This design comes from an exercise in tuning for small area, a short achievable clock period and few clock cycles per item on the open sky130 flow, not from production work. RTL that was checked went through simulation tests only; none was proved equivalent to the original. Power figures rest on the tool's default switching activity, not on a simulated workload.

## krnl_ro_rtl
module krnl_ro_rtl #( 
  parameter integer  C_S_AXI_CONTROL_DATA_WIDTH = 32,
  parameter integer  C_S_AXI_CONTROL_ADDR_WIDTH = 7,
  parameter integer  C_M_AXI_GMEM_ID_WIDTH = 2,
  parameter integer  C_M_AXI_GMEM_ADDR_WIDTH = 64,
  parameter integer  C_M_AXI_GMEM_DATA_WIDTH = 32
)
(
  input  wire  ap_clk,
  input  wire  ap_rst_n,
  output wire                                 m_axi_gmem_AWVALID,
  input  wire                                 m_axi_gmem_AWREADY,
  output wire [C_M_AXI_GMEM_ADDR_WIDTH-1:0]   m_axi_gmem_AWADDR,
  output wire [C_M_AXI_GMEM_ID_WIDTH - 1:0]   m_axi_gmem_AWID,
  output wire [7:0]                           m_axi_gmem_AWLEN,
  output wire [2:0]                           m_axi_gmem_AWSIZE,
  output wire [1:0]                           m_axi_gmem_AWBURST,
  output wire [1:0]                           m_axi_gmem_AWLOCK,
  output wire [3:0]                           m_axi_gmem_AWCACHE,
  output wire [2:0]                           m_axi_gmem_AWPROT,
  output wire [3:0]                           m_axi_gmem_AWQOS,
  output wire [3:0]                           m_axi_gmem_AWREGION,
  output wire                                 m_axi_gmem_WVALID,
  input  wire                                 m_axi_gmem_WREADY,
  output wire [C_M_AXI_GMEM_DATA_WIDTH-1:0]   m_axi_gmem_WDATA,
  output wire [C_M_AXI_GMEM_DATA_WIDTH/8-1:0] m_axi_gmem_WSTRB,
  output wire                                 m_axi_gmem_WLAST,
  output wire                                 m_axi_gmem_ARVALID,
  input  wire                                 m_axi_gmem_ARREADY,
  output wire [C_M_AXI_GMEM_ADDR_WIDTH-1:0]   m_axi_gmem_ARADDR,
  output wire [C_M_AXI_GMEM_ID_WIDTH-1:0]     m_axi_gmem_ARID,
  output wire [7:0]                           m_axi_gmem_ARLEN,
  output wire [2:0]                           m_axi_gmem_ARSIZE,
  output wire [1:0]                           m_axi_gmem_ARBURST,
  output wire [1:0]                           m_axi_gmem_ARLOCK,
  output wire [3:0]                           m_axi_gmem_ARCACHE,
  output wire [2:0]                           m_axi_gmem_ARPROT,
  output wire [3:0]                           m_axi_gmem_ARQOS,
  ...
Size in the first run: ~920 flip-flops, about 380 I/O pins, ~52,000 µm² of cells after synthesis.
Settings: LEC_CHECK=0, ABC_AREA=1, CAP_MARGIN=30, CORE_MARGIN=2, CORE_UTILIZATION=40, SLEW_MARGIN=20, TNS_END_PERCENT=0; clock period 20.0 ns.
standard.sh (not shown) runs the stock make flow with config.mk's settings and CLKGATE_MAP_FILE= SYNTH_SCRIPT=/design/flow/synth_recipe.tcl, a recipe that flattens the netlist after the stock synthesis.
==> flow/flow/run.sh <==
#!/bin/bash
# The standard layout with two changes to how it is made:
# - repair_timing is asked to leave SETUP_SLACK_MARGIN ns of setup slack at
#   the design's clock period, so the layout is timed for a shorter period
#   than the one it is checked at (the SDC is the standard flow's own, unchanged);
# - every input and output port still gets a buffer, but a plain buf cell
#   that the resizer may size up, not the delay buffer buffer_ports picks.
set -euo pipefail
bash standard.sh SETUP_SLACK_MARGIN=15.5 \
  "BUFFER_PORTS_ARGS=-buffer_cell sky130_fd_sc_hd__buf_1" finish > flow_make.log 2>&1
Testbench counts at the start, summed over its fixed seeds: cycles 18,719, items 5,627.
Edit:
--- a/flow/design.v
+++ b/flow/design.v
@@ -2539,30 +2539,25 @@
 assign m_axi_gmem_ARLEN   = axlen_r;
 assign m_axi_gmem_ARID    = axid_r;
 assign m_axi_gmem_AWVALID = awvalid_r;
 assign m_axi_gmem_AWADDR  = {axaddr_r, 2'b00};
 assign m_axi_gmem_AWLEN   = axlen_r;
 logic        rready_r;
 logic        r_x, r_y, r_z;    
-logic [15:0] r_neg, r_one, r_two;
+logic [31:0] r_d;
 logic        m_y, m_z;         
 logic [31:0] m_s, m_c;
 logic        last_x;           
 logic [31:0] slot0, slot1;
 logic [1:0]  q_n;
-logic [31:0] r_raw;
+logic [15:0] b_neg, b_one, b_two;
 logic [31:0] mul_s, mul_c;
-wire  [32:0] rdx  = {m_axi_gmem_RDATA, 1'b0};
 wire         r_in = m_axi_gmem_RVALID & rready_r;
 always @(posedge ap_clk) begin
-  for (int j = 0; j < 16; j++) begin
-    r_neg[j] <= rdx[2*j+2];
-    r_one[j] <= rdx[2*j+1] ^ rdx[2*j];
-    r_two[j] <= (rdx[2*j+2] & ~rdx[2*j+1] & ~rdx[2*j]) | (~rdx[2*j+2] & rdx[2*j+1] & rdx[2*j]);
-  end
+  r_d <= m_axi_gmem_RDATA;
   if (areset) begin
     r_x    <= 1'b0;
     r_y    <= 1'b0;
     r_z    <= 1'b0;
     m_y    <= 1'b0;
     m_z    <= 1'b0;
     last_x <= 1'b0;
@@ -2574,44 +2569,46 @@
     m_y <= r_y;
     m_z <= r_z;
     if (r_in) last_x <= (m_axi_gmem_RID == 2'd0);
   end
   m_s <= mul_s;
   m_c <= mul_c;
 end
+wire [32:0] rdx = {r_d, 1'b0};
 always_comb begin
   for (int j = 0; j < 16; j++) begin
-    r_raw[2*j+1] = r_neg[j];
-    r_raw[2*j]   = r_one[j] ^ ((j > 0) ? r_neg[(j > 0) ? j-1 : 0] : 1'b0);
+    b_neg[j] = rdx[2*j+2];
+    b_one[j] = rdx[2*j+1] ^ rdx[2*j];
+    b_two[j] = (rdx[2*j+2] & ~rdx[2*j+1] & ~rdx[2*j]) | (~rdx[2*j+2] & rdx[2*j+1] & rdx[2*j]);
   end
 end
 krnl_ro_rtl_multiply inst_mul (
   .a    ( slot0 ),
-  .bneg ( r_neg ),
-  .bone ( r_one ),
-  .btwo ( r_two ),
+  .bneg ( b_neg ),
+  .bone ( b_one ),
+  .btwo ( b_two ),
   .s    ( mul_s ),
   .c    ( mul_c )
 );
 wire [31:0] prod = m_s + m_c;
 wire       q_pop  = r_y | r_z;
 wire [1:0] q_left = q_n - q_pop;
 always @(posedge ap_clk) begin
   if (areset | start)
     q_n <= 2'd0;
   else
     q_n <= q_left + (r_x | m_y);
   if (r_x && q_left == 2'd0)
-    slot0 <= r_raw;
+    slot0 <= r_d;
   else if (m_y && q_left == 2'd0)
     slot0 <= prod;
   else if (q_pop)
     slot0 <= slot1;
   if (r_x && q_left == 2'd1)
-    slot1 <= r_raw;
+    slot1 <= r_d;
   else if (m_y && q_left == 2'd1)
     slot1 <= prod;
 end
 wire                 res_v = m_z;
 logic [LP_LEN_W-1:0] w_rem;
 logic [7:0]          w_cnt;
 wire                 res_l = (w_rem == 1) | (w_cnt == 8'hFF);
@@ -2669,28 +2666,28 @@
   else if (res_to_w)
     {wlast_r, wdata_r} <= {res_l, prod};
 end
 assign m_axi_gmem_RREADY = rready_r;
 assign m_axi_gmem_WVALID = wvalid_r;
 assign m_axi_gmem_WDATA  = wdata_r;
 assign m_axi_gmem_WLAST  = wlast_r;
-logic       b_last;    
-logic [4:0] b_left;    
-assign done = b_last & m_axi_gmem_BVALID;
+logic       busy;
+logic [4:0] b_left;
+assign done = busy & m_axi_gmem_BVALID & (b_left == 5'd1);
 always @(posedge ap_clk) begin
+  if (areset)
+    busy <= 1'b0;
+  else if (start)
+    busy <= 1'b1;
+  else if (done)
+    busy <= 1'b0;
   if (start)
     b_left <= (len + 13'd255) >> 8;
   else if (m_axi_gmem_BVALID)
     b_left <= b_left - 1'b1;
-  if (areset)
-    b_last <= 1'b0;
-  else if (start)
-    b_last <= (len <= 13'd256);
-  else if (m_axi_gmem_BVALID)
-    b_last <= b_last ? 1'b0 : (b_left == 5'd2);
 end
 endmodule
 `default_nettype wire
 `default_nettype none
 `timescale 1 ns / 1 ps 
 module krnl_ro_rtl #( 
   parameter integer  C_S_AXI_CONTROL_DATA_WIDTH = 32,
The changed run finished clean.
Fmax falls slightly.
Clock skew rises by 0.040 ns.
Sequential share of layout area falls by 0.92 points.
Clock-buffer cell count falls by 11.
Design area rises slightly.
Sequential power stays flat.
Die area falls slightly.
Routed wire length barely changes.
Setup slack got worse by 0.027 ns.
Function not checked in the second run of this note: the RTL went through the layout flow alone.

[what the ideal ports hide]
Ports are ideal in the flow. The routed layouts listed here were re-timed in OpenROAD. Step 1 (the two cells are an assumption about what drives the block):
set clk [get_ports {ap_clk}]
set_driving_cell -lib_cell sky130_fd_sc_hd__clkbuf_16 $clk
set_driving_cell -lib_cell sky130_fd_sc_hd__buf_2 [delete_from_list [all_inputs] $clk]
Step 2 moves the port delays by t, midway between the first and last clock arrival at a register: inputs arrive t later, outputs are due t later. That takes back most of the time a late clock gives input paths. Slacks: ideal ports / drivers / drivers and shift; pairs: ideal ports / drivers.
run	t, ns	slack for setup (ns)	worst register clock-pin slew, ns
the first run	0.806	14.581 / 14.507 / 13.955	0.07 / 0.07
the second run	0.806	14.554 / 14.470 / 14.107	0.07 / 0.07
After both steps every run listed still meets setup and hold. For the first run, which loses most, drivers alone change the setup slack by -0.074 ns; drivers and shift together by -0.626 ns.
